Context: an optimization exercise on an open-source flow, tuned for small area and a short achievable clock period. The choices shown serve that exercise and are no tape-out recipe. Where RTL was checked, it was by simulation tests only, not by an equivalence proof against the original. No functional check of the RTL was part of runs 3 and 4. Power and IR drop assume default switching activity.

### design.v
module mul11_cs(
    input  [10:0] x,
    input  [5:0] neg,
    input  [5:0] one,
    input  [5:0] two,
    output [21:0] r0,
    output [21:0] r1,
    output [21:0] r2
    );
    wire neg0 = neg[0];
    wire one0 = one[0];
    wire two0 = two[0];
    wire neg1 = neg[1];
    wire one1 = one[1];
    wire two1 = two[1];
    wire neg2 = neg[2];
    wire one2 = one[2];
    wire two2 = two[2];
    wire neg3 = neg[3];
    wire one3 = one[3];
    wire two3 = two[3];
    wire neg4 = neg[4];
    wire one4 = one[4];
    wire two4 = two[4];
    wire neg5 = neg[5];
    wire one5 = one[5];
    wire two5 = two[5];
    wire pp0_0 = ((one0 & x[0]) | (two0 & 1'b0)) ^ neg0;
    wire pp0_1 = ((one0 & x[1]) | (two0 & x[0])) ^ neg0;
    wire pp0_2 = ((one0 & x[2]) | (two0 & x[1])) ^ neg0;
    wire pp0_3 = ((one0 & x[3]) | (two0 & x[2])) ^ neg0;
    wire pp0_4 = ((one0 & x[4]) | (two0 & x[3])) ^ neg0;
    wire pp0_5 = ((one0 & x[5]) | (two0 & x[4])) ^ neg0;
    wire pp0_6 = ((one0 & x[6]) | (two0 & x[5])) ^ neg0;
    wire pp0_7 = ((one0 & x[7]) | (two0 & x[6])) ^ neg0;
    wire pp0_8 = ((one0 & x[8]) | (two0 & x[7])) ^ neg0;
    wire pp0_9 = ((one0 & x[9]) | (two0 & x[8])) ^ neg0;
    wire pp0_10 = ((one0 & x[10]) | (two0 & x[9])) ^ neg0;
    wire pp0_11 = ((one0 & 1'b0) | (two0 & x[10])) ^ neg0;
    wire pp1_0 = ((one1 & x[0]) | (two1 & 1'b0)) ^ neg1;
    wire pp1_1 = ((one1 & x[1]) | (two1 & x[0])) ^ neg1;
    wire pp1_2 = ((one1 & x[2]) | (two1 & x[1])) ^ neg1;
    wire pp1_3 = ((one1 & x[3]) | (two1 & x[2])) ^ neg1;
    wire pp1_4 = ((one1 & x[4]) | (two1 & x[3])) ^ neg1;
    wire pp1_5 = ((one1 & x[5]) | (two1 & x[4])) ^ neg1;
    wire pp1_6 = ((one1 & x[6]) | (two1 & x[5])) ^ neg1;
    wire pp1_7 = ((one1 & x[7]) | (two1 & x[6])) ^ neg1;
    wire pp1_8 = ((one1 & x[8]) | (two1 & x[7])) ^ neg1;
    wire pp1_9 = ((one1 & x[9]) | (two1 & x[8])) ^ neg1;
    wire pp1_10 = ((one1 & x[10]) | (two1 & x[9])) ^ neg1;
    wire pp1_11 = ((one1 & 1'b0) | (two1 & x[10])) ^ neg1;
    wire pp2_0 = ((one2 & x[0]) | (two2 & 1'b0)) ^ neg2;
    wire pp2_1 = ((one2 & x[1]) | (two2 & x[0])) ^ neg2;
    wire pp2_2 = ((one2 & x[2]) | (two2 & x[1])) ^ neg2;
    wire pp2_3 = ((one2 & x[3]) | (two2 & x[2])) ^ neg2;
    wire pp2_4 = ((one2 & x[4]) | (two2 & x[3])) ^ neg2;
    wire pp2_5 = ((one2 & x[5]) | (two2 & x[4])) ^ neg2;
    wire pp2_6 = ((one2 & x[6]) | (two2 & x[5])) ^ neg2;
    wire pp2_7 = ((one2 & x[7]) | (two2 & x[6])) ^ neg2;
    wire pp2_8 = ((one2 & x[8]) | (two2 & x[7])) ^ neg2;
    wire pp2_9 = ((one2 & x[9]) | (two2 & x[8])) ^ neg2;
    wire pp2_10 = ((one2 & x[10]) | (two2 & x[9])) ^ neg2;
    wire pp2_11 = ((one2 & 1'b0) | (two2 & x[10])) ^ neg2;
    wire pp3_0 = ((one3 & x[0]) | (two3 & 1'b0)) ^ neg3;
    wire pp3_1 = ((one3 & x[1]) | (two3 & x[0])) ^ neg3;
    wire pp3_2 = ((one3 & x[2]) | (two3 & x[1])) ^ neg3;
    wire pp3_3 = ((one3 & x[3]) | (two3 & x[2])) ^ neg3;
    wire pp3_4 = ((one3 & x[4]) | (two3 & x[3])) ^ neg3;
    wire pp3_5 = ((one3 & x[5]) | (two3 & x[4])) ^ neg3;
    wire pp3_6 = ((one3 & x[6]) | (two3 & x[5])) ^ neg3;
    wire pp3_7 = ((one3 & x[7]) | (two3 & x[6])) ^ neg3;
    wire pp3_8 = ((one3 & x[8]) | (two3 & x[7])) ^ neg3;
    wire pp3_9 = ((one3 & x[9]) | (two3 & x[8])) ^ neg3;
    wire pp3_10 = ((one3 & x[10]) | (two3 & x[9])) ^ neg3;
    wire pp3_11 = ((one3 & 1'b0) | (two3 & x[10])) ^ neg3;
    wire pp4_0 = ((one4 & x[0]) | (two4 & 1'b0)) ^ neg4;
    wire pp4_1 = ((one4 & x[1]) | (two4 & x[0])) ^ neg4;
    wire pp4_2 = ((one4 & x[2]) | (two4 & x[1])) ^ neg4;
    wire pp4_3 = ((one4 & x[3]) | (two4 & x[2])) ^ neg4;
    wire pp4_4 = ((one4 & x[4]) | (two4 & x[3])) ^ neg4;
    wire pp4_5 = ((one4 & x[5]) | (two4 & x[4])) ^ neg4;
    wire pp4_6 = ((one4 & x[6]) | (two4 & x[5])) ^ neg4;
    wire pp4_7 = ((one4 & x[7]) | (two4 & x[6])) ^ neg4;
    wire pp4_8 = ((one4 & x[8]) | (two4 & x[7])) ^ neg4;
    wire pp4_9 = ((one4 & x[9]) | (two4 & x[8])) ^ neg4;
    wire pp4_10 = ((one4 & x[10]) | (two4 & x[9])) ^ neg4;
    wire pp4_11 = ((one4 & 1'b0) | (two4 & x[10])) ^ neg4;
    wire pp5_0 = (one5 & x[0]) | (two5 & 1'b0);
    wire pp5_1 = (one5 & x[1]) | (two5 & x[0]);
    wire pp5_2 = (one5 & x[2]) | (two5 & x[1]);
    wire pp5_3 = (one5 & x[3]) | (two5 & x[2]);
    wire pp5_4 = (one5 & x[4]) | (two5 & x[3]);
    wire pp5_5 = (one5 & x[5]) | (two5 & x[4]);
    wire pp5_6 = (one5 & x[6]) | (two5 & x[5]);
    wire pp5_7 = (one5 & x[7]) | (two5 & x[6]);
    wire pp5_8 = (one5 & x[8]) | (two5 & x[7]);
    wire pp5_9 = (one5 & x[9]) | (two5 & x[8]);
    wire pp5_10 = (one5 & x[10]) | (two5 & x[9]);
    wire pp5_11 = (one5 & 1'b0) | (two5 & x[10]);
    wire w1 = pp0_6 ^ pp1_4;
    wire w2 = pp0_6 & pp1_4;
    wire w3 = pp0_7 ^ pp1_5;
    wire w4 = pp0_7 & pp1_5;
    wire w5 = pp0_8 ^ pp1_6 ^ pp2_4;
    wire w6 = (pp0_8 & pp1_6) | (pp0_8 & pp2_4) | (pp1_6 & pp2_4);
    wire w7 = pp3_2 ^ pp4_0;
    wire w8 = pp3_2 & pp4_0;
    wire w9 = pp0_9 ^ pp1_7 ^ pp2_5;
    wire w10 = (pp0_9 & pp1_7) | (pp0_9 & pp2_5) | (pp1_7 & pp2_5);
    wire w11 = pp3_3 ^ pp4_1;
    wire w12 = pp3_3 & pp4_1;
    wire w13 = pp0_10 ^ pp1_8 ^ pp2_6;
    wire w14 = (pp0_10 & pp1_8) | (pp0_10 & pp2_6) | (pp1_8 & pp2_6);
    wire w15 = pp3_4 ^ pp4_2 ^ pp5_0;
    wire w16 = (pp3_4 & pp4_2) | (pp3_4 & pp5_0) | (pp4_2 & pp5_0);
    wire w17 = pp0_11 ^ pp1_9 ^ pp2_7;
    wire w18 = (pp0_11 & pp1_9) | (pp0_11 & pp2_7) | (pp1_9 & pp2_7);
    wire w19 = pp3_5 ^ pp4_3 ^ pp5_1;
    wire w20 = (pp3_5 & pp4_3) | (pp3_5 & pp5_1) | (pp4_3 & pp5_1);
    wire w21 = pp1_10 ^ pp2_8 ^ pp3_6;
    wire w22 = (pp1_10 & pp2_8) | (pp1_10 & pp3_6) | (pp2_8 & pp3_6);
    wire w23 = pp4_4 ^ pp5_2 ^ neg0;
    wire w24 = (pp4_4 & pp5_2) | (pp4_4 & neg0) | (pp5_2 & neg0);
    wire w25 = pp1_11 ^ pp2_9 ^ pp3_7;
    wire w26 = (pp1_11 & pp2_9) | (pp1_11 & pp3_7) | (pp2_9 & pp3_7);
    wire w27 = pp4_5 ^ pp5_3 ^ neg0;
    wire w28 = (pp4_5 & pp5_3) | (pp4_5 & neg0) | (pp5_3 & neg0);
    wire w29 = pp2_10 ^ pp3_8 ^ pp4_6;
    wire w30 = (pp2_10 & pp3_8) | (pp2_10 & pp4_6) | (pp3_8 & pp4_6);
    wire w31 = pp5_4 ^ ~neg0 ^ ~neg1;
    wire w32 = (pp5_4 & ~neg0) | (pp5_4 & ~neg1) | (~neg0 & ~neg1);
    wire w33 = pp2_11 ^ pp3_9 ^ pp4_7;
    wire w34 = (pp2_11 & pp3_9) | (pp2_11 & pp4_7) | (pp3_9 & pp4_7);
    wire w35 = pp5_5 ^ 1'b1;
    wire w36 = pp5_5 & 1'b1;
    wire w37 = pp3_10 ^ pp4_8 ^ pp5_6;
    wire w38 = (pp3_10 & pp4_8) | (pp3_10 & pp5_6) | (pp4_8 & pp5_6);
    wire w39 = pp3_11 ^ pp4_9;
    wire w40 = pp3_11 & pp4_9;
    wire w41 = pp0_4 ^ pp1_2;
    wire w42 = pp0_4 & pp1_2;
    wire w43 = pp0_5 ^ pp1_3;
    wire w44 = pp0_5 & pp1_3;
    wire w45 = w1 ^ pp2_2 ^ pp3_0;
    wire w46 = (w1 & pp2_2) | (w1 & pp3_0) | (pp2_2 & pp3_0);
    wire w47 = w2 ^ w3 ^ pp2_3;
    wire w48 = (w2 & w3) | (w2 & pp2_3) | (w3 & pp2_3);
    wire w49 = w4 ^ w5 ^ w7;
    wire w50 = (w4 & w5) | (w4 & w7) | (w5 & w7);
    wire w51 = w6 ^ w8 ^ w9;
    wire w52 = (w6 & w8) | (w6 & w9) | (w8 & w9);
    wire w53 = w10 ^ w12 ^ w13;
    wire w54 = (w10 & w12) | (w10 & w13) | (w12 & w13);
    wire w55 = w14 ^ w16 ^ w17;
    wire w56 = (w14 & w16) | (w14 & w17) | (w16 & w17);
    wire w57 = w18 ^ w20 ^ w21;
    wire w58 = (w18 & w20) | (w18 & w21) | (w20 & w21);
    wire w59 = w22 ^ w24 ^ w25;
    wire w60 = (w22 & w24) | (w22 & w25) | (w24 & w25);
    wire w61 = w26 ^ w28 ^ w29;
    wire w62 = (w26 & w28) | (w26 & w29) | (w28 & w29);
    wire w63 = w30 ^ w32 ^ w33;
    wire w64 = (w30 & w32) | (w30 & w33) | (w32 & w33);
    wire w65 = w34 ^ w36 ^ w37;
    wire w66 = (w34 & w36) | (w34 & w37) | (w36 & w37);
    wire w67 = w38 ^ w39 ^ pp5_7;
    wire w68 = (w38 & w39) | (w38 & pp5_7) | (w39 & pp5_7);
    wire w69 = w40 ^ pp4_10 ^ pp5_8;
    wire w70 = (w40 & pp4_10) | (w40 & pp5_8) | (pp4_10 & pp5_8);
    wire w71 = pp4_11 ^ pp5_9;
    wire w72 = pp4_11 & pp5_9;
    assign r0 = {pp5_11, w72, w70, w68, w66, w64, w62, w60, w58, w56, w54, w52, w50, w48, w46, w44, w42, w41, pp0_3, pp0_2, pp0_1, pp0_0};
    assign r1 = {1'b1, pp5_10, w71, w69, w67, w65, w63, w61, w59, w57, w55, w53, w51, w49, w47, w45, w43, pp2_0, pp1_1, pp1_0, 1'b0, neg0};
    assign r2 = {1'b0, ~neg4, 1'b1, ~neg3, 1'b1, ~neg2, w35, w31, w27, w23, w19, w15, w11, neg4, pp3_1, neg3, pp2_1, neg2, 1'b0, neg1, 1'b0, 1'b0};
endmodule
module booth_enc11(
    input  [10:0] y,
    output [5:0] neg,
    output [5:0] one,
    output [5:0] two
    );
    assign neg[0] = y[1];
    assign one[0] = y[0] ^ 1'b0;
    assign two[0] = (y[1] & ~y[0] & ~1'b0) | (~y[1] & y[0] & 1'b0);
    assign neg[1] = y[3];
    assign one[1] = y[2] ^ y[1];
    assign two[1] = (y[3] & ~y[2] & ~y[1]) | (~y[3] & y[2] & y[1]);
    assign neg[2] = y[5];
    assign one[2] = y[4] ^ y[3];
    assign two[2] = (y[5] & ~y[4] & ~y[3]) | (~y[5] & y[4] & y[3]);
    assign neg[3] = y[7];
    assign one[3] = y[6] ^ y[5];
    assign two[3] = (y[7] & ~y[6] & ~y[5]) | (~y[7] & y[6] & y[5]);
    assign neg[4] = y[9];
    assign one[4] = y[8] ^ y[7];
    assign two[4] = (y[9] & ~y[8] & ~y[7]) | (~y[9] & y[8] & y[7]);
    assign neg[5] = 1'b0;
    assign one[5] = y[10] ^ y[9];
    assign two[5] = (1'b0 & ~y[10] & ~y[9]) | (~1'b0 & y[10] & y[9]);
endmodule
module lzc12(
    input  [11:0] op,
    output [3:0]  cnt
    );
    assign cnt =
        op[11] ? 4'd0 : op[10] ? 4'd1 : op[9] ? 4'd2 : op[8] ? 4'd3 :
        op[7] ? 4'd4 : op[6] ? 4'd5 : op[5] ? 4'd6 : op[4] ? 4'd7 :
        op[3] ? 4'd8 : op[2] ? 4'd9 : op[1] ? 4'd10 : op[0] ? 4'd11 : 4'd12;
endmodule
module fpu_cmp_core(
    input  [15:0] a,
    input  [15:0] b,
    output        ge,
    output        mag_gt
    );
    wire gt, eq;
    mag_cmp15 u_mag(.x(a[14:0]), .y(b[14:0]), .gt(gt), .eq(eq));
    assign ge = (a[15] ^ b[15]) ? ~a[15] : (a[15] ? ~gt : (gt | eq));
    assign mag_gt = gt;
endmodule
module mag_cmp15(
    input  [14:0] x,
    input  [14:0] y,
    output        gt,
    output        eq
    );
    wire [15:0] g0 = {1'b0, x & ~y};
    wire [15:0] e0 = {1'b1, ~(x ^ y)};
    wire [7:0] g1, e1;
    wire [3:0] g2, e2;
    wire [1:0] g3, e3;
    genvar i;
    generate
        for (i = 0; i < 8; i = i + 1) begin : l1
            assign g1[i] = g0[2*i+1] | (e0[2*i+1] & g0[2*i]);
            assign e1[i] = e0[2*i+1] & e0[2*i];
        end
        for (i = 0; i < 4; i = i + 1) begin : l2
            assign g2[i] = g1[2*i+1] | (e1[2*i+1] & g1[2*i]);
            assign e2[i] = e1[2*i+1] & e1[2*i];
        end
        for (i = 0; i < 2; i = i + 1) begin : l3
            assign g3[i] = g2[2*i+1] | (e2[2*i+1] & g2[2*i]);
            assign e3[i] = e2[2*i+1] & e2[2*i];
        end
    endgenerate
    assign gt = g3[1] | (e3[1] & g3[0]);
    assign eq = e3[1] & e3[0];
endmodule
module fpu16_top(
    input         aclk,
    input  [15:0] a,
    input  [15:0] b,
    input         a_valid,
    input         b_valid,
    output [15:0] add_result,
    output        add_valid,
    output [15:0] sub_result,
    output        sub_valid,
    output [15:0] mul_result,
    output        mul_valid,
    output [7:0]  cmp_result,
    output        cmp_valid
    );
    reg v0, v1, v2, v3, v4, v5;
    always @(posedge aclk) begin
        v0 <= a_valid & b_valid;
        v1 <= v0; v2 <= v1; v3 <= v2; v4 <= v3; v5 <= v4;
    end
    reg [15:0] a0, b0;
    reg cmp_q, a_gt;
    wire ge, mag_gt;
    fpu_cmp_core u_cmp(.a(a), .b(b), .ge(ge), .mag_gt(mag_gt));
    always @(posedge aclk) begin
        a0 <= a;
        b0 <= b;
        cmp_q <= ge;
        a_gt <= mag_gt;
    end
    assign cmp_result = {7'b0, cmp_q};
    assign cmp_valid = v0;
    wire [14:0] l0 = a_gt ? a0[14:0] : b0[14:0];
    wire [14:0] s0 = a_gt ? b0[14:0] : a0[14:0];
    wire hl0 = |l0[14:10];
    wire hs0 = |s0[14:10];
    wire [4:0] d0 = {l0[14:11], l0[10] | ~hl0} - {s0[14:11], s0[10] | ~hs0};
    wire [5:0] bn0, bo0, bt0;
    booth_enc11 u_be(.y({hs0, s0[9:0]}), .neg(bn0), .one(bo0), .two(bt0));
    reg [14:0] l1, s1;
    reg ls1, es1, fs1, hl1, hs1;
    reg [5:0] bo1, bt1;
    reg [4:0] d1;
    always @(posedge aclk) begin
        l1  <= l0;
        s1  <= s0;
        ls1 <= a_gt ? a0[15] : b0[15];
        es1 <= a0[15] ^ b0[15];
        fs1 <= a_gt ? a0[15] : ~b0[15];
        hl1 <= hl0;
        hs1 <= hs0;
        bo1 <= bo0;
        bt1 <= bt0;
        d1  <= d0;
    end
    wire [4:0] le1 = {l1[14:11], l1[10] | ~hl1};
    wire [4:0] se1 = {s1[14:11], s1[10] | ~hs1};
    wire [13:0] s_ext = {hs1, s1[9:0], 3'b0};
    wire [13:0] s_shr = d1[4] ? 14'b0 : s_ext >> d1[3:0];
    wire [13:0] s_lost = d1[4] ? s_ext : s_ext & ~(14'h3fff << d1[3:0]);
    reg [14:0] l2;
    reg [13:0] sal2;
    reg ls2, es2, fs2, hl2, linf2, pani2, bz2;
    always @(posedge aclk) begin
        l2    <= l1;
        sal2  <= {s_shr[13:1], s_shr[0] | (|s_lost)};
        ls2   <= ls1;
        es2   <= es1;
        fs2   <= fs1;
        hl2   <= hl1;
        linf2 <= &l1[14:10];
        pani2 <= es1 & (&s1[14:10]) & ~(|l1[9:0]) & ~(|s1[9:0]);
        bz2   <= ~hl1 & ~(|l1[9:0]);
    end
    wire [13:0] sal_e = linf2 ? 14'b0 : sal2;
    wire [13:0] l_ext = {hl2, l2[9:0], 3'b0};
    reg [14:0] ps3;
    reg [13:0] ms3;
    reg [4:0] le3;
    reg linf3, ls3, es3, fs3, pani3, bz3;
    always @(posedge aclk) begin
        ps3   <= {1'b0, l_ext} + {1'b0, sal_e};
        ms3   <= l_ext - sal_e;
        le3   <= {l2[14:11], l2[10] | ~hl2};
        linf3 <= linf2;
        ls3   <= ls2;
        es3   <= es2;
        fs3   <= fs2;
        pani3 <= pani2;
        bz3   <= bz2;
    end
    wire p_nf = ps3[14];
    wire [9:0] p_fr = p_nf ? ps3[13:4] : ps3[12:3];
    wire p_g  = p_nf ? ps3[3] : ps3[2];
    wire p_r  = p_nf ? ps3[2] : ps3[1];
    wire p_st = p_nf ? (ps3[1] | ps3[0]) : ps3[0];
    wire [4:0] p_e = p_nf ? le3 + 5'd1 : (ps3[13] ? le3 : 5'd0);
    wire p_inc = p_g & (p_r | p_st | p_fr[0]);
    wire [10:0] m_force = (le3 >= 5'd12) ? 11'b0 : (11'b1 << (5'd11 - le3));
    wire [10:0] m_top = ms3[13:3] | m_force;
    wire [3:0] m_sh =
        m_top[10] ? 4'd0 : m_top[9] ? 4'd1 : m_top[8] ? 4'd2 : m_top[7] ? 4'd3 :
        m_top[6] ? 4'd4 : m_top[5] ? 4'd5 : m_top[4] ? 4'd6 : m_top[3] ? 4'd7 :
        m_top[2] ? 4'd8 : m_top[1] ? 4'd9 : m_top[0] ? 4'd10 : 4'd11;
    wire [13:0] m_n = ms3 << m_sh;
    wire [10:0] m_t = ms3[13:3];
    wire [3:0] m_lz =
        m_t[10] ? 4'd0 : m_t[9] ? 4'd1 : m_t[8] ? 4'd2 : m_t[7] ? 4'd3 :
        m_t[6] ? 4'd4 : m_t[5] ? 4'd5 : m_t[4] ? 4'd6 : m_t[3] ? 4'd7 :
        m_t[2] ? 4'd8 : m_t[1] ? 4'd9 : m_t[0] ? 4'd10 : 4'd11;
    wire [5:0] m_ed = {1'b0, le3} - {2'b0, m_lz};
    wire [4:0] m_e = (m_ed[5] | (m_ed == 6'd0)) ? 5'd0 : m_ed[4:0];
    wire m_inc = (m_sh == 4'd0) ? ms3[2] & (ms3[1] | ms3[0] | ms3[3]) :
                 (m_sh == 4'd1) ? ms3[1] & (ms3[0] | ms3[2]) : 1'b0;
    reg [14:0] pv4, mv4;
    reg pinc4, minc4, mz4, linf4, ls4, es4, fs4, pani4, bz4;
    always @(posedge aclk) begin
        pv4   <= {p_e, p_fr};
        pinc4 <= p_inc;
        mv4   <= {m_e, m_n[12:3]};
        minc4 <= m_inc;
        mz4   <= ~(|ms3);
        linf4 <= linf3;
        ls4   <= ls3;
        es4   <= es3;
        fs4   <= fs3;
        pani4 <= pani3;
        bz4   <= bz3;
    end
    wire [14:0] p_rnd = pv4 + pinc4;
    wire [14:0] m_rnd = mv4 + minc4;
    wire [14:0] p_res = ((&p_rnd[14:10]) & ~linf4) ? 15'h7c00 : p_rnd;
    wire [14:0] m_res = ((&m_rnd[14:10]) & ~linf4) ? 15'h7c00 : m_rnd;
    wire [14:0] add_mag = es4 ? m_res : p_res;
    wire [14:0] sub_mag = es4 ? p_res : m_res;
    wire zs = bz4 & ls4 & ~es4;
    wire [15:0] add_c = pani4 ? 16'hfe00 : bz4 ? {zs, 15'b0} :
                        (es4 & mz4) ? 16'b0 : {ls4, add_mag};
    wire [15:0] sub_c = pani4 ? 16'hfe00 : bz4 ? {zs, 15'b0} :
                        (~es4 & mz4) ? 16'b0 : {fs4, sub_mag};
    reg [15:0] add_q, sub_q;
    reg add_vq, sub_vq;
    always @(posedge aclk) begin
        add_q  <= add_c;
        sub_q  <= sub_c;
        add_vq <= v4 & ~(&add_c[14:10]);
        sub_vq <= v4 & ~(&sub_c[14:10]);
    end
    assign add_result = add_q;
    assign add_valid = add_vq;
    assign sub_result = sub_q;
    assign sub_valid = sub_vq;
    wire [10:0] m_x = {hl1, l1[9:0]};
    wire [10:0] m_y = {hs1, s1[9:0]};
    wire [21:0] cs0, cs1, cs2;
    wire [5:0] bn1 = {1'b0, m_y[9], m_y[7], m_y[5], m_y[3], m_y[1]};
    mul11_cs u_mul(.x(m_x), .neg(bn1), .one(bo1), .two(bt1), .r0(cs0), .r1(cs1), .r2(cs2));
    wire nan1 = &l1[14:10];
    wire psel1 = (&s1[14:10]) & (ls1 ^ fs1);
    wire [9:0] payload = psel1 ? s1[9:0] : l1[9:0];
    reg [21:0] cs0_2, cs1_2, cs2_2;
    reg [6:0] t2;
    reg msg2, nan2;
    always @(posedge aclk) begin
        cs0_2 <= nan1 ? {2'b01, payload, 10'b0} : cs0;
        cs1_2 <= nan1 ? 22'b0 : cs1;
        cs2_2 <= nan1 ? 22'b0 : cs2;
        t2    <= ((~hs1 & ~(|s1[9:0])) & ~nan1) ? 7'b1110000 :
                 {2'b0, le1} + {2'b0, se1} - 7'd15;
        msg2  <= es1;
        nan2  <= nan1;
    end
    wire [21:0] q_s = cs0_2 ^ cs1_2 ^ cs2_2;
    wire [21:0] q_c = (cs0_2 & cs1_2) | (cs0_2 & cs2_2) | (cs1_2 & cs2_2);
    wire [21:0] q_sum = q_s + {q_c[20:0], 1'b0};
    reg [21:0] q3;
    reg [6:0] t3;
    reg msg3, nan3;
    always @(posedge aclk) begin
        q3    <= q_sum;
        t3    <= t2;
        msg3  <= msg2;
        nan3  <= nan2;
    end
    wire [3:0] lq;
    lzc12 u_lq(q3[21:10], lq);
    wire normal = ~t3[6] & (t3[5:0] >= {2'b0, lq});
    reg [21:0] q4;
    reg [6:0] l4, e4;
    reg normal4, msg4, nan4;
    always @(posedge aclk) begin
        q4      <= q3;
        l4      <= normal ? {3'b0, lq} : t3;
        e4      <= t3 + 7'd1 - {3'b0, lq};
        normal4 <= normal;
        msg4    <= msg3;
        nan4    <= nan3;
    end
    wire [32:0] q_pad = {q4, 11'b0};
    wire [6:0] q_sh = 7'd11 - l4;
    wire [32:0] q_z16 = q_sh[4] ? q_pad >> 16 : q_pad;
    wire [32:0] q_z8  = q_sh[3] ? q_z16 >> 8 : q_z16;
    wire [32:0] q_z4  = q_sh[2] ? q_z8 >> 4 : q_z8;
    wire [32:0] q_z2  = q_sh[1] ? q_z4 >> 2 : q_z4;
    wire [32:0] q_z   = q_sh[0] ? q_z2 >> 1 : q_z2;
    wire [11:0] win = q_z[21:10];
    wire [22:0] below = ~({23{1'b1}} << q_sh[4:0]);
    wire st4 = |(q4 & below[22:1]);
    wire [6:0] e4p1 = e4 + 7'd1;
    reg [10:0] mant5;
    reg [4:0] e5;
    reg inc5, ovn5, ovc5, normal5, msg5, nan5;
    always @(posedge aclk) begin
        mant5   <= win[11:1];
        inc5    <= win[0] & (st4 | win[1]);
        e5      <= e4[4:0];
        ovn5    <= normal4 & ($signed(e4) > 30);
        ovc5    <= normal4 & ($signed(e4p1) > 30);
        normal5 <= normal4;
        msg5    <= msg4;
        nan5    <= nan4;
    end
    wire [11:0] mr = {1'b0, mant5} + inc5;
    wire carry = inc5 & (&mant5);
    wire ovf = carry ? ovc5 : ovn5;
    wire [4:0] field = ~normal5 ? {4'b0, mr[10]} : carry ? e5 + 5'd1 : e5;
    wire [15:0] mul_c = nan5 ? {msg5, 5'b11111, mr[9:0]} :
                        ovf ? {msg5, 5'b11111, 10'b0} : {msg5, field, mr[9:0]};
    wire mul_err = nan5 | ovf;
    reg [15:0] mul_q;
    reg mul_vq;
    always @(posedge aclk) begin
        mul_q  <= mul_c;
        mul_vq <= v5 & ~mul_err;
    end
    assign mul_result = mul_q;
    assign mul_valid = mul_vq;
endmodule
### flow/run.sh
#!/bin/bash
# The standard layout, with buf_2 cells as the port buffers and setup repair
# aimed at a 2.64 ns period (slack margin 5.36 ns at the 8 ns clock).
set -euo pipefail
bash standard.sh SETUP_SLACK_MARGIN=5.36 "BUFFER_PORTS_ARGS=-buffer_cell sky130_fd_sc_hd__buf_2" finish > standard.log 2>&1
### standard.sh
#!/bin/bash
# synth_recipe.tcl (not shown) runs the flow's synth.tcl, then flattens the netlist and writes it again
# the make line also repeats each setting of config.mk as NAME=value (left out here)
make -C /OpenROAD-flow-scripts/flow DESIGN_CONFIG=/design/flow/config.mk WORK_HOME=/design/flow/orfs CLKGATE_MAP_FILE= SYNTH_SCRIPT=/design/flow/synth_recipe.tcl "${@:-finish}"
### config.mk
export PLATFORM = sky130hd
export DESIGN_NAME = fpu16_top
export DESIGN_NICKNAME = fpu16_top
export VERILOG_FILES = /design/flow/design.v
export SDC_FILE = /design/flow/constraint.sdc
export NUM_CORES = 4
export LEC_CHECK = 0
export ABC_AREA = 1
export CAP_MARGIN = 20
export CORE_MARGIN = 2
export CORE_UTILIZATION = 60
export CTS_CLUSTER_DIAMETER = 100
export CTS_CLUSTER_SIZE = 30
export PLACE_DENSITY = 0.75
export SETUP_SLACK_MARGIN = 5.0
export SLEW_MARGIN = 20
### constraint.sdc
create_clock -name core_clock -period 8.0 [get_ports {aclk}]
set_input_delay 1.6000 -clock core_clock [delete_from_list [all_inputs] [get_ports {aclk}]]
set_output_delay 1.6000 -clock core_clock [all_outputs]
set_load 0.01 [all_outputs]
==> impl_results.md, run 1 <==
* Run status: finished clean
* CTS Buffer Depth at 3
* Cell class contributing the biggest share of worst-path delay: flip-flops
* Layout cells sized above 1 at about an eighth
* Number of levels in the clock H-tree at 1
* Vias at 15856
* Vertical die dimension at 185 um
* Number of nets in the final layout at approximately 2700
* Combined buffer and inverter count along the critical path at 1
* Worst max-slew margin expressed relative to the limit at a little over two fifths
* Proportion of power drawn by the clock network at between 10% and 20%
* Filler Cells Inserted at around 2700
* Hold-fix buffer count after cts at 0
* Number of antenna violations at the first check in global routing at 0
* Synthesized area per cell at 8.11 um2
* Final global-route overflow total at 0
* Final Non-Filler Cells at 2946
* Clock Sink Count at between 400 and 500
* Synthesized flop and latch total at between 400 and 500
* Crit-path cells: buf_2
* Top cells by area in the synthesized netlist: dfxtp_1 42%, nand2_1 8.8%, ha_1 7.5%, inv_1 6.6%, fa_1 5.2%
* Synth Flop Type: dfxtp_1
* Static leakage at 10.4 nW
* DR vias/cell at roughly 5.4
* Crit path DAT at between 0.9 and 1 ns
* Placer Congestion at between 0.9 and 1
* Share of the synthesized area in the top cell type at 41.6%
* Placed Instance Area at between 0.02 and 0.025 mm2
* Hold Worst Slack at ~0.33 ns
* Maximum fanout encountered on the critical timing path at 1
* Synth Instances at 2422
* Final antenna-violating net count at 0
* Max Cap Viol at 0
* Detailed-route wire length at between 40000 and 50000 um
* Number of distinct library cells after synthesis at between 60 and 70
* Asr flop ratio synth at 0%
* Ant diodes at 0
* Critical Path Source Type: flop
* Switching power total at around 4.3 mW
* Shortest clock period the worst path allows after layout at between 2 and 3 ns
* Fraction of power consumed by combinational cells at around 54%
* Yosys warning total at 1
* Final worst path period share at 32.4%
* Cell taking the most area after synthesis: dfxtp_1
* Layout Cell Area excl Fill at between 0.02 and 0.025 mm2
* Setup TNS after final layout at 0 ns
* Die extent in x at between 150 and 200 um
* Area overhead of the layout relative to synthesis at 10.8%
* Slew Limit Fails at 0
* Most repeated cell in the gate-level netlist after synthesis: nand2_1
* Max stage delay on crit path at roughly 0.34 ns
* Global-route usage over all layers at approximately a quarter
* Setup slack of the most critical reg-to-reg path at between 5 and 6 ns
* Starting density of the core at approximately three fifths
* HPWL Detailed at 33700 um
* Class of the most critical hold timing path: reg -> reg
* Final core occ at about two thirds
* CTS root buf: clkbuf_16
* DR iter-0 viols at about 1200
* IO Count at 95
* Max Clock Freq at slightly below 400 MHz
* Net switching fraction of the power at between 40 and 50%
* Internal power at between 5 and 6 mW
* Placed instance count at approximately 2900
* DRC violation count after routing at 0
* Cell Pwr Density at about 450 mW/mm2
* Number of synthesized flops with an enable pin at 0
* Post-Route Skew at around 0.025 ns
* # rows at between 60 and 70
* Critical path data required time at about 6.4 ns
* Pin count of the biggest net entering global routing at 46
* Final Hold Vio Count at 0
* Type of destination of the critical path: primary output
* First-pass detailed-route iteration total at 6
* Count of buffers from port buffering at between 80 and 90
* Number of CTS-inserted buffers at 18
* Max IR drop VDD at around 0.23 mV
* Wire length per cell at around 15 um
* RSZ-0062 raised after global routing: yes
* Cell area after synthesis at 0.0196 mm2
* Sequential share of the synthesized area at 41.6%
* Cell with the largest stage delay on the worst path: dfxtp_1
* Setup violators final at 0
* Critical Setup Path Class: reg -> out
* Via count of the first global-routing pass at 14843
* Latest clock arrival within the worst-skew pair at roughly 0.54 ns
* Portion of total power attributed to sequential cells at between 30% and 40%
* Worst slew pin tran at between 0.8 and 0.9 ns
* Die Area at between 0.03 and 0.04 mm2
* Clock transition at the register clock pins on the worst setup and hold paths after CTS at ~0.10 ns
* Commonest cells in the netlist: 458 x nand2_1, 408 x dfxtp_1, 343 x inv_1
* Core area at around 0.032 mm2
* Global-route wire length before repair at between 70000 and 80000 um
* CTS tree: built
## worst paths after layout
kind / cells past startpoint / startpoint / end
max: 1 / add_q[15]$_SDFF_PP1_ / add_result[15]
min reg2reg: 0 / l2[12]$_DFF_P_ / le3[2]$_DFF_P_
max reg2reg: 16 / le3[1]$_DFF_P_ / mv4[4]$_SDFF_PN0_
min: 0 / l2[12]$_DFF_P_ / le3[2]$_DFF_P_
## stage by stage
stage | power (mW) | worst slack, ns
floorplan | 6.87 | 5.18
global placement | 7.97 | 4.64
detailed placement | 8.07 | 4.62
CTS | 9.33 | 5.28
global route | 10.6 | 5.23
finish | 9.69 | 5.41
## timing repair
action | CTS | global route
pin swaps | 4 | 33
resized for setup | 35 | 111
cloned | 0 | 1
setup endpoints to repair | 65 | 89
setup buffers | 20 | 19
## layer usage
layer | GRT usage (%) | up-vias | share of wire, %
li1 | - | 7930 | -
met1 | 32.5 | 7248 | 43
met2 | 44.9 | 561 | 47
met3 | 2.73 | 117 | 5.7
met4 | 9.94 | 0 | 4.2
met5 | 0 | - | 0
## placed cells by master, fill, tap and decap left out, drive strengths merged, types with 4 or more instances in the layout
cell	netlist	routed
a211oi	6	6
a21boi	4	4
a21oi	125	125
a31oi	9	9
buf	19	127
clkbuf	58	20
clkinv	16	18
clkinvlp	0	10
conb	1	7
dfxtp	408	408
fa	51	51
ha	118	118
inv	350	343
mux2i	5	5
nand2	464	464
nand3	132	132
nand3b	9	9
nand4	17	17
nor2	169	169
nor3	29	29
nor3b	4	4
nor4	8	8
o2111ai	5	5
o211ai	6	6
o21ai	164	164
o21bai	6	6
o221ai	7	7
o22ai	70	70
o31ai	6	6
or2	10	10
xnor2	21	21
xor2	106	106
## layout make-up
class	count	area, um2	area share (%)
multi-input cells	1577	10200	47.0
flip-flops and latches	408	8220	37.8
inverters	366	1430	6.57
repair buffers	128	766	3.52
well taps	442	553	2.54
clock buffers	19	475	2.19
clock inverters	5	78.8	0.362
repair inverters	1	5.00	0.0230
## sequential cells by signal (all words and copies together), names as in the netlist, 15 cells and up
signal and count:
q4 22, sub_q 16, q3 22, pv4 15
mul_q 16, a0 16, cs1_2 20, b0 16
mv4 15, cs2_2 17, l1 15, cs0_2 22
add_q 16, l2 15
## logic make-up (layout without fill, tap and decap cells)
kind of cell	count (synthesis)	after routing	synth area share (%)
mux	6	6	0.312
flops	408	408	41.6
buf+inv	443	519	8.70
simple gates	847	847	18.8
other cells	1	7	0.0191
fa+ha+maj	169	169	12.7
compound gates	421	421	12.2
xor+xnor	127	127	5.67
## power groups by stage
| stage | clock network, mW | logic (mW) | registers (mW) |
|---|---|---|---|
| 6_report | 1.09 | 5.20 | 3.40 |
| 5_1_grt | 1.19 | 5.91 | 3.49 |
| 4_1_cts | 1.13 | 4.84 | 3.36 |
| 3_5_place_dp | 0 | 4.67 | 3.40 |
| 3_3_place_gp | 0 | 4.58 | 3.39 |
| 2_1_floorplan | 0 | 3.63 | 3.24 |
==> inputs of run 2 (changes only) <==
--- a/config.mk
+++ b/config.mk
@@ -11,6 +11,5 @@
 export CORE_UTILIZATION = 60
 export CTS_CLUSTER_DIAMETER = 100
 export CTS_CLUSTER_SIZE = 30
-export PLACE_DENSITY = 0.75
 export SETUP_SLACK_MARGIN = 5.0
 export SLEW_MARGIN = 20
==> run 2 against run 1 <==
Register-to-register slack hardly changed. Clock-buffer cell count is 1 lower. Synthesized area stayed put. Critical endpoint is now cmp_result[0]. Largest cell class unchanged. Largest power group unchanged.
==> impl_results.md, run 2 <==
* Run status: finished clean
* Final global-route overflow total at 0
* Hold-fix buffer count after cts at 0
* Die Area at between 0.03 and 0.04 mm2
* Shortest clock period the worst path allows after layout at ~2.6 ns
* Layout cells sized above 1 at between 10% and 20%
* Cell class contributing the biggest share of worst-path delay: flip-flops
* Area overhead of the layout relative to synthesis at 11.2%
* Number of CTS-inserted buffers at 17
* Latest clock arrival within the worst-skew pair at 0.53 ns
* Most repeated cell in the gate-level netlist after synthesis: nand2_1
* Worst slew pin tran at a little under 0.9 ns
* Starting density of the core at between 60% and 70%
* Crit-path cells: buf_2
* Yosys warning total at 1
* Wire length per cell at roughly 15 um
* DR iter-0 viols at between 900 and 1000
* IO Count at 95
* DRC violation count after routing at 0
* Commonest non-fill, non-tap cell in the layout: nand2_1
* Detailed-route wire length at between 40000 and 50000 um
* Post-Route Skew at about 0.028 ns
* Final antenna-violating net count at 0
* RSZ-0062 raised after global routing: yes
* Crit. path cell count at 1
* Number of antenna violations at the first check in global routing at 0
* Max stage delay on crit path at about 0.33 ns
* CTS Buffer Depth at 3
* Count of buffers from port buffering at 87
* Maximum fanout encountered on the critical timing path at 1
* Worst Reg-to-Reg Cells at 11
* Setup slack of the most critical reg-to-reg path at 5.45 ns
* Max Clock Freq at around 390 MHz
* Synthesized flop and latch total at 408
* Critical Setup Path Class: reg -> out
* Vertical die dimension at 185 um
* Crit path DAT at roughly 0.99 ns
* Number of synthesized flops with an enable pin at 0
* Area taken by multi-input logic gates at about 0.010 mm2
* Critical path data required time at around 6.4 ns
* Number of distinct library cells after synthesis at 68
* Global-route usage over all layers at between 20 and 30%
* Setup TNS after final layout at 0 ns
* Regs by FF count: cs0_2: 22 flops, q3: 22 flops, q4: 22 flops
* Cell area after synthesis at roughly 0.02 mm2
* # rows at 66
* Pin count of the biggest net entering global routing at 46
* Asr flop ratio synth at 0%
* Final worst path period share at about a third
* Vias at 15711
* Setup violators final at 0
* Number of levels in the clock H-tree at 1
* Cell Pwr Density at 445 mW/mm2
* Min-Delay Path Depth at 0
* Global-route wire length before repair at between 70000 and 80000 um
* Via count of the first global-routing pass at about 15000
* First-pass detailed-route iteration total at 6
* Clock transition at the register clock pins on the worst setup and hold paths after CTS at 0.10 ns
* Cell taking the most area after synthesis: dfxtp_1
* Type of destination of the critical path: primary output
* Final Non-Filler Cells at between 2000 and 3000
* Filler Cells Inserted at ~2800
* DR vias/cell at approximately 5.3
* Hold Worst Slack at around 0.33 ns
* Commonest cells in the netlist: 458 x nand2_1, 408 x dfxtp_1, 343 x inv_1
* Placed instance count at around 2900
* Share of the synthesized area in the top cell type at about two fifths
* Synth Instances at around 2400
* Clock Sink Count at between 400 and 500
* Layout Cell Area excl Fill at 0.0218 mm2
* Post-layout power at between 9 and 10 mW
* Most used cells in the layout excluding fill and tap cells: 441 x nand2_1, 384 x dfxtp_1, 330 x inv_1, 145 x nor2_1, 143 x o21ai_0
* Number of nets in the final layout at about 2700
* Worst max-slew margin expressed relative to the limit at between 40% and 50%
* Final Hold Vio Count at 0
* Combined buffer and inverter count along the critical path at 1
* Max Cap Viol at 0
* Sequential share of the synthesized area at 41.6%
* Sequential standard cell area at about 0.0082 mm2
* Placer Congestion at between 0.9 and 1
* Static leakage at between 10 and 15 nW
* Critical Path Source Type: flop
* HPWL Detailed at about 34000 um
* Synthesized area per cell at between 8 and 9 um2
* Cell with the largest stage delay on the worst path: dfxtp_1
* Core area at around 0.032 mm2
* Placed Instance Area at around 0.020 mm2
* Top cells by area in the synthesized netlist: dfxtp_1 42%, nand2_1 8.8%, ha_1 7.5%, inv_1 6.6%, fa_1 5.2%
* Die extent in x at approximately 180 um
* Class of the most critical hold timing path: reg -> reg
* CTS root buf: clkbuf_16
* Slew Limit Fails at 0
* Max IR drop VDD at around 0.22 mV
* Ant diodes at 0
* Synth Flop Type: dfxtp_1
* CTS tree: built
run 2: kinds of logic (layout without fill, tap and decap cells):
family / count (synthesis) / in the layout / share of synthesized area (%)
AO/OA/AOI/OAI: 421 / 421 / 12.2
flip-flops: 408 / 408 / 41.6
XOR/XNOR: 127 / 127 / 5.67
adder cells (fa/ha/maj): 169 / 169 / 12.7
AND/OR/NAND/NOR: 847 / 850 / 18.8
multiplexers: 6 / 6 / 0.312
buffers and inverters: 443 / 516 / 8.70
other: 1 / 7 / 0.0191
run 2: path summary, 6_finish.rpt:
check,from,to
worst max register to register,cs0_2[6]$_SDFF_PP0_,q3[18]$_DFF_P_
worst min register to register,fs2$_DFF_P_,fs3$_DFF_P_
worst min-delay path,fs2$_DFF_P_,fs3$_DFF_P_
worst max-delay path,cmp_q$_DFF_P_,cmp_result[0]
run 2: metal layers:
| layer | vias to the layer above | share of wire [%] | track usage [%] | wire length, um |
|---|---|---|---|---|
| li1 | 7940 | - | - | - |
| met1 | 7199 | 43 | 33.3 | 19500 |
| met2 | 489 | 49 | 45.5 | 21800 |
| met3 | 83 | 4.9 | 2.32 | 2190 |
| met4 | 0 | 3.2 | 8.54 | 1450 |
| met5 | - | 0 | 0 | 0 |
run 2: per-stage QoR:
stage	utilization [%]	setup WS, ns
detailed placement	63.0	4.71
global route	67.4	5.26
global placement	63.0	4.75
CTS	65.2	5.26
floorplan	-	5.18
finish	67.4	5.41
run 2: what timing repair did:
action	4_1_cts	5_1_grt
gates cloned	0	4
gates resized for setup	35	143
buffers inserted	18	21
pin swaps	2	40
setup endpoints to repair	65	83
run 2: layout make-up:
cell class              instances  share of cell area [%]
clock buffers                  18                    2.01
clock inverters                 3                   0.183
inverters                     366                    6.54
multi-input cells            1580                    47.7
flip-flops and latches        408                    37.6
well taps                     442                    2.53
repair buffers                128                    3.43
repair inverters                1                  0.0229
run 2: power breakdown:
group	internal (mW)	leakage (nW)	switching, mW
Combinational	2.15	6.77	3.17
Sequential	2.84	3.43	0.542
Clock	0.431	0.239	0.589
==> inputs of run 3 (changes only) <==
--- a/design.v
+++ b/design.v
@@ -435,18 +435,18 @@
     lzc12 u_lq(q3[21:10], lq);
     wire normal = ~t3[6] & (t3[5:0] >= {2'b0, lq});
     reg [21:0] q4;
-    reg [6:0] l4, e4;
+    reg [6:0] e4;
+    reg [4:0] q_sh;
     reg normal4, msg4, nan4;
     always @(posedge aclk) begin
         q4      <= q3;
-        l4      <= normal ? {3'b0, lq} : t3;
+        q_sh    <= normal ? 5'd11 - {1'b0, lq} : 5'd11 - t3[4:0];
         e4      <= t3 + 7'd1 - {3'b0, lq};
         normal4 <= normal;
         msg4    <= msg3;
         nan4    <= nan3;
     end
     wire [32:0] q_pad = {q4, 11'b0};
-    wire [6:0] q_sh = 7'd11 - l4;
     wire [32:0] q_z16 = q_sh[4] ? q_pad >> 16 : q_pad;
     wire [32:0] q_z8  = q_sh[3] ? q_z16 >> 8 : q_z16;
     wire [32:0] q_z4  = q_sh[2] ? q_z8 >> 4 : q_z8;
==> run 3 against run 2 <==
Via count is 1.6% lower. Global-route usage is 0.63 points lower. Die area hardly changed. Largest cell class unchanged. Synthesized area hardly changed. Maximum frequency hardly changed. Power is 0.33% lower. Hold slack hardly changed. First-iteration DRC count is 6.0% lower. Design area is 0.33% higher. Largest power group unchanged.
==> impl_results.md, run 3 <==
* Area overhead of the layout relative to synthesis at 11.5%
* Count of buffers from port buffering at 87
* Most used cells in the layout excluding fill and tap cells: 423 x nand2_1, 385 x dfxtp_1, 317 x inv_1, 137 x o21ai_0, 134 x nand3_1
* Slew Limit Fails at 0
* Met1 Usage GRT at around 32%
* Clock transition at the register clock pins on the worst setup and hold paths after CTS at 0.10 ns
* Setup violators final at 0
* Fraction of met2 tracks used by global routing at between 40 and 50%
* Cell class contributing the biggest share of worst-path delay: flip-flops
* DRC violation count after routing at 0
* Final Hold Vio Count at 0
* Final global-route overflow total at 0
* Starting density of the core at around 61%
* Worst setup path start: cmp_q$_DFF_P_
* Number of nets in the final layout at between 2000 and 3000
* Share of the synthesized area in the top cell type at around two fifths
* Die extent in x at about 180 um
* Min-delay src: v1$_DFF_P_
* Synthesized flop and latch total at between 400 and 500
* Via count of the first global-routing pass at 14438
* Crit. path cell count at 1
* Vertical die dimension at between 150 and 200 um
* DR vias/cell at between 5 and 6
* # rows at 66
* Layout cells sized above 1 at 14.5%
* Global-route track usage on met3 at 3.01%
* First-pass detailed-route iteration total at 5
* Number of synthesized flops with an enable pin at 0
* Class of the most critical hold timing path: reg -> reg
* Crit-path cells: buf_2
* Asr flop ratio synth at 0%
* Most repeated cell in the gate-level netlist after synthesis: nand2_1
* Clock Sink Count at between 400 and 500
* Layout Cell Area excl Fill at about 0.022 mm2
* Synthesized area per cell at between 8 and 9 um2
* Run status: finished clean
* Worst Reg-to-Reg Cells at 20
* Placer Congestion at around 0.98
* Combined buffer and inverter count along the critical path at 1
* Max Clock Freq at 386 MHz
* Post-layout power at approximately 9.7 mW
* Ant diodes at 0
* Number of CTS-inserted buffers at 18
* Cell with the largest stage delay on the worst path: dfxtp_1
* Critical Path Source Type: flop
* Cell taking the most area after synthesis: dfxtp_1
* Max Cap Viol at 0
* DR iter-0 viols at roughly 900
* Type of destination of the critical path: primary output
* Synth Flop Type: dfxtp_1
* Maximum fanout encountered on the critical timing path at 1
* Cell Pwr Density at 443 mW/mm2
* Synth Instances at around 2400
* Commonest cells in the netlist: 439 x nand2_1, 408 x dfxtp_1, 331 x inv_1
* Top cells by area in the synthesized netlist: dfxtp_1 42%, nand2_1 8.4%, ha_1 7.5%, inv_1 6.3%, fa_1 5.2%
* Max stage delay on crit path at about 0.33 ns
* Wire length per cell at ~15 um
* Max IR drop VDD at 0.313 mV
* Post-Route Skew at 0.0204 ns
* CTS Buffer Depth at 3
* Placement Setup Slack at around 4.9 ns
* Setup slack of the critical path after layout at 5.41 ns
* RSZ-0062 raised after global routing: yes
* CTS root buf: clkbuf_16
* Worst max-slew margin expressed relative to the limit at between 30% and 40%
* Min-Delay Path Depth at 0
* Detailed-route wire length at between 40000 and 50000 um
* Die Area at roughly 0.034 mm2
* IO Count at 95
* Critical path data required time at around 6.4 ns
* Number of antenna violations at the first check in global routing at 0
* Core area at between 0.03 and 0.04 mm2
* Pin count of the biggest net entering global routing at between 40 and 50
* Sequential share of the synthesized area at 41.6%
* Commonest non-fill, non-tap cell in the layout: nand2_1
* Vias at ~15000
* Worst slew pin tran at ~0.95 ns
* Cell area after synthesis at slightly below 0.02 mm2
* CTS tree: built
* Critical Setup Path Class: reg -> out
* Number of distinct library cells after synthesis at 65
* Static leakage at approximately 10 nW
* Crit path DAT at about 0.99 ns
* Shortest clock period the worst path allows after layout at ~2.6 ns
* Number of levels in the clock H-tree at 1
* GRT Max-Usage Layer: met2
* Yosys warning total at 1
* Regs by FF count: cs0_2: 22 flops, q3: 22 flops, q4: 22 flops
* HPWL Detailed at around 33000 um
* Global-route wire length before repair at between 70000 and 80000 um
* Worst reg2reg startpoint: q3[10]$_DFF_P_
* Final antenna-violating net count at 0
* Latest clock arrival within the worst-skew pair at roughly 0.54 ns
* Final worst path period share at 32.4%
* Placed Instance Area at 0.0204 mm2
* Global-route usage over all layers at about 25%
* Setup TNS after final layout at 0 ns
==> run 3: layer usage <==
metal | routed length (um) | share of wire [%] | up-vias
met5 | 0 | 0 | -
li1 | - | - | 7870
met2 | 21400 | 48 | 459
met3 | 2230 | 5.0 | 93
met4 | 1440 | 3.2 | 0
met1 | 19700 | 44 | 7035
==> run 3: final cells by class <==
type                    count  area (um2)
fillers                  2742       10500
multi-input cells        1558       10400
flip-flops and latches    408        8200
inverters                 357        1380
repair buffers            135         815
well taps                 442         553
clock buffers              19         475
clock inverters             4        73.8
==> run 3: report_power, final <==
part           switching (mW)  leakage [nW]  internal (mW)
registers               0.566          3.43           2.84
logic                    3.05          6.78           2.15
clock network           0.612         0.266          0.475
==> run 3: what timing repair did <==
action,in CTS,in global routing
setup endpoints to repair,44,70
hold buffers,0,0
pin swaps,4,52
buffers inserted,11,34
gates cloned,0,3
hold endpoints to repair,0,0
gates resized for setup,30,130
==> run 3: metrics by stage <==
stage / hold WS [ns] / instances / util [%]
4_1_cts: 0.334 / 2886 / 65.2
2_1_floorplan: 0.310 / 2400 / -
3_3_place_gp: 0.310 / 2852 / 62.9
6_report: 0.331 / 2923 / 67.7
3_5_place_dp: 0.312 / 2852 / 62.9
5_1_grt: 0.340 / 2923 / 67.7
==> run 3: kinds of logic after synthesis <==
logic type	Yosys count	share of synthesized area [%]
AOI/OAI and AO/OA	420	12.3
xor gates and xnor gates	126	5.62
adders and majority gates	168	12.6
buffers and inverters	437	8.78
DFF	408	41.6
muxes	9	0.465
other	1	0.0191
and+or+nand+nor	825	18.6
==> run 3: worst register-to-register path: stages (launching register included) <==
cell and delay [ns]:
dfxtp_4 0.39, inv_2 0.03, o21bai_1 0.12, a21oi_1 0.09, o21ai_1 0.15, nand2_1 0.07
nand2_1 0.06, nand2_1 0.06, a21oi_2 0.18, ha_1 0.28, inv_2 0.07, a21oi_2 0.05
o211ai_1 0.16, nand2_1 0.08, nand2_1 0.09, nand2_2 0.07, nand2_4 0.12, nand2_1 0.06
o21ai_1 0.08, ha_2 0.28, inv_1 0.05
==> run 3: final timing paths <==
check        slack (ns)              end
max                5.41    cmp_result[0]
max reg2reg        5.41  q_sh[3]$_DFF_P_
min reg2reg        0.33       v2$_DFF_P_
min                0.33       v2$_DFF_P_
==> inputs of run 4 (changes only) <==
--- a/design.v
+++ b/design.v
@@ -284,11 +284,14 @@
     wire hl0 = |l0[14:10];
     wire hs0 = |s0[14:10];
     wire [4:0] d0 = {l0[14:11], l0[10] | ~hl0} - {s0[14:11], s0[10] | ~hs0};
+    wire nan0 = &l0[14:10];
+    wire psel0 = (&s0[14:10]) & ~a_gt;
     wire [5:0] bn0, bo0, bt0;
     booth_enc11 u_be(.y({hs0, s0[9:0]}), .neg(bn0), .one(bo0), .two(bt0));
     reg [14:0] l1, s1;
     reg ls1, es1, fs1, hl1, hs1;
-    reg [5:0] bo1, bt1;
+    reg [10:0] mx1;
+    reg [5:0] bn1, bo1, bt1;
     reg [4:0] d1;
     always @(posedge aclk) begin
         l1  <= l0;
@@ -298,8 +301,10 @@
         fs1 <= a_gt ? a0[15] : ~b0[15];
         hl1 <= hl0;
         hs1 <= hs0;
-        bo1 <= bo0;
-        bt1 <= bt0;
+        mx1 <= psel0 ? {hs0, s0[9:0]} : {hl0, l0[9:0]};
+        bn1 <= nan0 ? 6'b000000 : bn0;
+        bo1 <= nan0 ? 6'b100000 : bo0;
+        bt1 <= nan0 ? 6'b000000 : bt0;
         d1  <= d0;
     end
     wire [4:0] le1 = {l1[14:11], l1[10] | ~hl1};
@@ -399,37 +404,32 @@
     assign add_valid = add_vq;
     assign sub_result = sub_q;
     assign sub_valid = sub_vq;
-    wire [10:0] m_x = {hl1, l1[9:0]};
-    wire [10:0] m_y = {hs1, s1[9:0]};
     wire [21:0] cs0, cs1, cs2;
-    wire [5:0] bn1 = {1'b0, m_y[9], m_y[7], m_y[5], m_y[3], m_y[1]};
-    mul11_cs u_mul(.x(m_x), .neg(bn1), .one(bo1), .two(bt1), .r0(cs0), .r1(cs1), .r2(cs2));
-    wire nan1 = &l1[14:10];
-    wire psel1 = (&s1[14:10]) & (ls1 ^ fs1);
-    wire [9:0] payload = psel1 ? s1[9:0] : l1[9:0];
+    mul11_cs u_mul(.x(mx1), .neg(bn1), .one(bo1), .two(bt1), .r0(cs0), .r1(cs1), .r2(cs2));
     reg [21:0] cs0_2, cs1_2, cs2_2;
     reg [6:0] t2;
-    reg msg2, nan2;
+    reg msg2, nan2, zero2;
     always @(posedge aclk) begin
-        cs0_2 <= nan1 ? {2'b01, payload, 10'b0} : cs0;
-        cs1_2 <= nan1 ? 22'b0 : cs1;
-        cs2_2 <= nan1 ? 22'b0 : cs2;
-        t2    <= ((~hs1 & ~(|s1[9:0])) & ~nan1) ? 7'b1110000 :
-                 {2'b0, le1} + {2'b0, se1} - 7'd15;
+        cs0_2 <= cs0;
+        cs1_2 <= cs1;
+        cs2_2 <= cs2;
+        t2    <= {2'b0, le1} + {2'b0, se1} - 7'd15;
         msg2  <= es1;
-        nan2  <= nan1;
+        nan2  <= &l1[14:10];
+        zero2 <= ~hs1 & ~(|s1[9:0]);
     end
     wire [21:0] q_s = cs0_2 ^ cs1_2 ^ cs2_2;
     wire [21:0] q_c = (cs0_2 & cs1_2) | (cs0_2 & cs2_2) | (cs1_2 & cs2_2);
     wire [21:0] q_sum = q_s + {q_c[20:0], 1'b0};
     reg [21:0] q3;
     reg [6:0] t3;
-    reg msg3, nan3;
+    reg msg3, nan3, zero3;
     always @(posedge aclk) begin
         q3    <= q_sum;
         t3    <= t2;
         msg3  <= msg2;
         nan3  <= nan2;
+        zero3 <= zero2;
     end
     wire [3:0] lq;
     lzc12 u_lq(q3[21:10], lq);
@@ -437,7 +437,7 @@
     reg [21:0] q4;
     reg [6:0] e4;
     reg [4:0] q_sh;
-    reg normal4, msg4, nan4;
+    reg normal4, msg4, nan4, zero4;
     always @(posedge aclk) begin
         q4      <= q3;
         q_sh    <= normal ? 5'd11 - {1'b0, lq} : 5'd11 - t3[4:0];
@@ -445,6 +445,7 @@
         normal4 <= normal;
         msg4    <= msg3;
         nan4    <= nan3;
+        zero4   <= zero3;
     end
     wire [32:0] q_pad = {q4, 11'b0};
     wire [32:0] q_z16 = q_sh[4] ? q_pad >> 16 : q_pad;
@@ -458,7 +459,7 @@
     wire [6:0] e4p1 = e4 + 7'd1;
     reg [10:0] mant5;
     reg [4:0] e5;
-    reg inc5, ovn5, ovc5, normal5, msg5, nan5;
+    reg inc5, ovn5, ovc5, normal5, msg5, nan5, zero5;
     always @(posedge aclk) begin
         mant5   <= win[11:1];
         inc5    <= win[0] & (st4 | win[1]);
@@ -468,14 +469,15 @@
         normal5 <= normal4;
         msg5    <= msg4;
         nan5    <= nan4;
+        zero5   <= zero4;
     end
     wire [11:0] mr = {1'b0, mant5} + inc5;
     wire carry = inc5 & (&mant5);
     wire ovf = carry ? ovc5 : ovn5;
     wire [4:0] field = ~normal5 ? {4'b0, mr[10]} : carry ? e5 + 5'd1 : e5;
-    wire [15:0] mul_c = nan5 ? {msg5, 5'b11111, mr[9:0]} :
+    wire [15:0] mul_c = nan5 ? {msg5, 5'b11111, mr[9:0]} : zero5 ? {msg5, 15'b0} :
                         ovf ? {msg5, 5'b11111, 10'b0} : {msg5, field, mr[9:0]};
-    wire mul_err = nan5 | ovf;
+    wire mul_err = nan5 | (ovf & ~zero5);
     reg [15:0] mul_q;
     reg mul_vq;
     always @(posedge aclk) begin
==> run 4 against run 3 <==
Still clean. Power grew 1.7%. Hold slack lost 0.0026 ns. Synthesized cell count shrank 3.5%. Clock skew grew 0.013 ns. Flip-flop and latch count grew 20. Critical path type is now reg -> reg. Largest cell class unchanged.
==> impl_results.md, run 4 <==
* Run status: finished clean
* Die extent in x at around 180 um
* Min-Delay Path Depth at 0
* Maximum fanout encountered on the critical timing path at 3
* Final core occ at 69.3%
* Max stage delay on crit path at roughly 0.46 ns
* Commonest cells in the netlist: 428 x dfxtp_1, 413 x nand2_1, 310 x inv_1
* Synth Instances at 2311
* Setup slack of the most critical reg-to-reg path at approximately 5.4 ns
* Regs by FF count: cs0_2: 22 flops, q3: 22 flops, q4: 22 flops
* Starting density of the core at 61.3%
* Number of antenna violations at the first check in global routing at 0
* Static leakage at about 10 nW
* DR iter-0 viols at 1044
* Critical Setup Path Class: reg -> reg
* Global-route track usage on met3 at 2.08%
* Setup violators final at 0
* Via count of the first global-routing pass at 14227
* Slew Limit Fails at 0
* Number of CTS-inserted buffers at 18
* Portion of total power attributed to sequential cells at approximately 36%
* CTS tree: built
* Final Hold Vio Count at 0
* Crit path DAT at a little over 3 ns
* Worst slew pin tran at 0.798 ns
* Net switching fraction of the power at a little over two fifths
* Final worst path period share at approximately a third
* Final global-route overflow total at 0
* Core area at ~0.032 mm2
* Fraction of power consumed by combinational cells at roughly 53%
* Global-route usage over all layers at 26.1%
* Met1 Usage GRT at between 30% and 40%
* Clock transition at the register clock pins on the worst setup and hold paths after CTS at ~0.11 ns
* Yosys warning total at 1
* Number of synthesized flops with an enable pin at 0
* Class of the most critical hold timing path: reg -> reg
* DRC violation count after routing at 0
* First-pass detailed-route iteration total at 6
* Hold Worst Slack at 0.329 ns
* Number of distinct library cells after synthesis at 56
* Crit-path cells: or2_2 -> nor3_2 -> o21ai_2 -> ha_1 -> inv_1 -> fa_1 -> nor2_1 -> nor2_2 -> o21ai_1 -> a21oi_1 -> xor2_1
* Asr flop ratio synth at 0%
* Proportion of power drawn by the clock network at a little over a tenth
* Sequential share of the synthesized area at between 40% and 50%
* Number of nets in the final layout at 2624
* Area overhead of the layout relative to synthesis at 12.9%
* Cell area after synthesis at ~0.019 mm2
* Layout cells sized above 1 at about 15%
* Switching power total at 4.27 mW
* Layout Cell Area excl Fill at between 0.02 and 0.025 mm2
* Max Clock Freq at around 380 MHz
* Max Cap Viol at 0
* Die Area at approximately 0.034 mm2
* Top cells by area in the synthesized netlist: dfxtp_1 44%, nand2_1 8.0%, ha_1 7.6%, inv_1 6.0%, fa_1 5.0%
* Worst reg2reg startpoint: q3[21]$_DFF_P_
* DR vias/cell at roughly 5.4
* Vertical die dimension at approximately 180 um
* Min-delay src: es3$_DFF_P_
* GRT Max-Usage Layer: met2
* Placed Instance Area at roughly 0.02 mm2
* Worst setup path start: q3[21]$_DFF_P_
* CTS Buffer Depth at 3
* Pin count of the biggest net entering global routing at 35
* Placer Congestion at approximately 0.94
* Detailed-route wire length at between 40000 and 50000 um
* Synthesized flop and latch total at 428
* Shortest clock period the worst path allows after layout at about 2.6 ns
* Cell taking the most area after synthesis: dfxtp_1
* Fraction of met2 tracks used by global routing at about 46%
* Latest clock arrival within the worst-skew pair at 0.54 ns
* Cell Pwr Density at 449 mW/mm2
* Type of destination of the critical path: flop
* Worst max-slew margin expressed relative to the limit at 46.7%
* Ant diodes at 0
* Most used cells in the layout excluding fill and tap cells: 405 x dfxtp_1, 400 x nand2_1, 291 x inv_1, 138 x nor2_1, 129 x o21ai_0
* Destination of the worst hold path: es4$_DFF_P_
* Worst Reg-to-Reg Cells at 11
* Synth Flop Type: dfxtp_1
* Global-route wire length before repair at 71400 um
* Commonest non-fill, non-tap cell in the layout: dfxtp_1
* Final antenna-violating net count at 0
* Vias at ~15000
* Count of buffers from port buffering at 87
* Synthesized area per cell at ~8.4 um2
* Wire length per cell at ~16 um
* Critical Path Source Type: flop
* Clock Sink Count at between 400 and 500
* Cell with the largest stage delay on the worst path: fa_1
* RSZ-0062 raised after global routing: yes
* Max IR drop VDD at between 0.2 and 0.25 mV
* CTS root buf: clkbuf_16
* Most repeated cell in the gate-level netlist after synthesis: dfxtp_1
* Internal power at around 5.6 mW
* Post-layout power at 9.86 mW
* HPWL Detailed at around 34000 um
* Critical register-to-register path endpoint: e4[6]$_DFF_P_
* Critical path data required time at roughly 8.4 ns
* Post-Route Skew at approximately 0.033 ns
* Number of levels in the clock H-tree at 1
* IO Count at 95
* # rows at between 60 and 70
* Share of the synthesized area in the top cell type at 44.0%
* Setup TNS after final layout at 0 ns
==> run 4: cell count changes in the layout (fill, tap and decap cells not counted), moves of 12 or more <==
cell	before	now
nand3_1	134	100
dfxtp_1	385	405
nand2_2	22	10
inv_1	317	291
a21oi_1	105	91
nand2_1	423	400
==> run 4: worst max path at each step <==
| stage | to | slack, ns | cells after the start |
|---|---|---|---|
| 2_1_floorplan | cmp_q$_DFF_P_ | 5.25 | 10 |
| 3_3_place_gp | d1[4]$_DFF_P_ | 4.85 | 13 |
| 3_5_place_dp | mv4[7]$_DFF_P_ | 4.77 | 16 |
| 4_1_cts | q3[21]$_DFF_P_ | 5.32 | 14 |
| 5_1_grt | add_q[3]$_SDFF_PP0_ | 5.23 | 17 |
| 6_report | e4[6]$_DFF_P_ | 5.35 | 11 |
==> run 4: metal layers <==
metal / vias to the layer above / wire length [um]
met3: 93 / 1860
met4: 0 / 1590
met2: 452 / 22200
li1: 7681 / -
met5: - / 0
met1: 7002 / 19700
==> run 4: logic make-up after synthesis <==
kind of cell / share of synthesized area, %
DFF: 44.0
buffers and inverters: 7.87
other: 0.0193
and+or+nand+nor: 16.7
muxes: 0.412
adders and majority gates: 12.6
AOI/OAI and AO/OA: 12.5
xor gates and xnor gates: 5.89
==> run 4: layout make-up <==
class	instances	area (um2)
clock buffer	20	489
fill	2580	9750
sequential	428	8610
clock inverter	1	20.0
tap	402	503
timing repair buffer	147	957
multi-input combinational	1495	10100
inverter	330	1280
timing repair inverter	2	12.5
==> run 4: power by group through the flow <==
stage	logic (mW)	clock network (mW)	registers (mW)
floorplan	3.38	0	3.38
global placement	4.31	0	3.57
detailed placement	4.40	0	3.58
CTS	4.65	1.09	3.54
global route	5.86	1.17	3.66
finish	5.22	1.07	3.57
==> run 4: worst max-delay path: cells and delay by family (launching register included) <==
| family | cells | cell delay [ns] |
|---|---|---|
| adders and majority gates | 2 | 0.68 |
| xor gates and xnor gates | 1 | 0.28 |
| and+or+nand+nor | 4 | 0.73 |
| DFF | 1 | 0.36 |
| buffers and inverters | 1 | 0.08 |
| AOI/OAI and AO/OA | 3 | 0.42 |
==> run 4: through the flow <==
stage / worst slack [ns] / cells
floorplan: 5.25 / 2317
global placement: 4.85 / 2745
detailed placement: 4.77 / 2745
CTS: 5.32 / 2785
global route: 5.23 / 2825
finish: 5.35 / 2825
==> run 4: timing repair <==
| action | in CTS | in global routing |
|---|---|---|
| pin swaps | 18 | 68 |
| hold buffers | 0 | 0 |
| cloned | 2 | 4 |
| setup endpoints to repair | 55 | 57 |
| resized for setup | 51 | 145 |
| setup buffers | 17 | 36 |

-- what the ideal ports hide --
Ports are ideal in the flow. The routed layouts listed here were re-timed in OpenROAD. Step 1, drivers: a clkbuf_16 drives aclk and a buf_2 each remaining input, both assumed. Step 2 times the ports against the registers' clock, not the clock port: input delays grow and output delays shrink by t, the midpoint of the rising clock arrivals with the driver on. Three values: ideal, step 1, step 2; two values: the first two.
run | t, ns | slack for setup (ns) | worst hold slack (ns) | latest minus earliest clock arrival (ns) | cell pins on the clock port's net
run 1 | 0.575 | 5.405 / 5.354 / 4.871 | 0.333 / 0.333 / 0.333 | 0.026 / 0.026 | 1
run 2 | 0.568 | 5.412 / 5.362 / 4.951 | 0.331 / 0.331 / 0.331 | 0.033 / 0.033 | 1
run 3 | 0.581 | 5.411 / 5.358 / 4.937 | 0.331 / 0.331 / 0.331 | 0.024 / 0.024 | 1
run 4 | 0.579 | 5.354 / 5.354 / 4.942 | 0.329 / 0.329 / 0.329 | 0.034 / 0.035 | 1
After both steps every run listed still meets setup and hold. The setup slack of run 1, which loses most, moves by -0.051 ns with the drivers and by -0.534 ns with both steps.
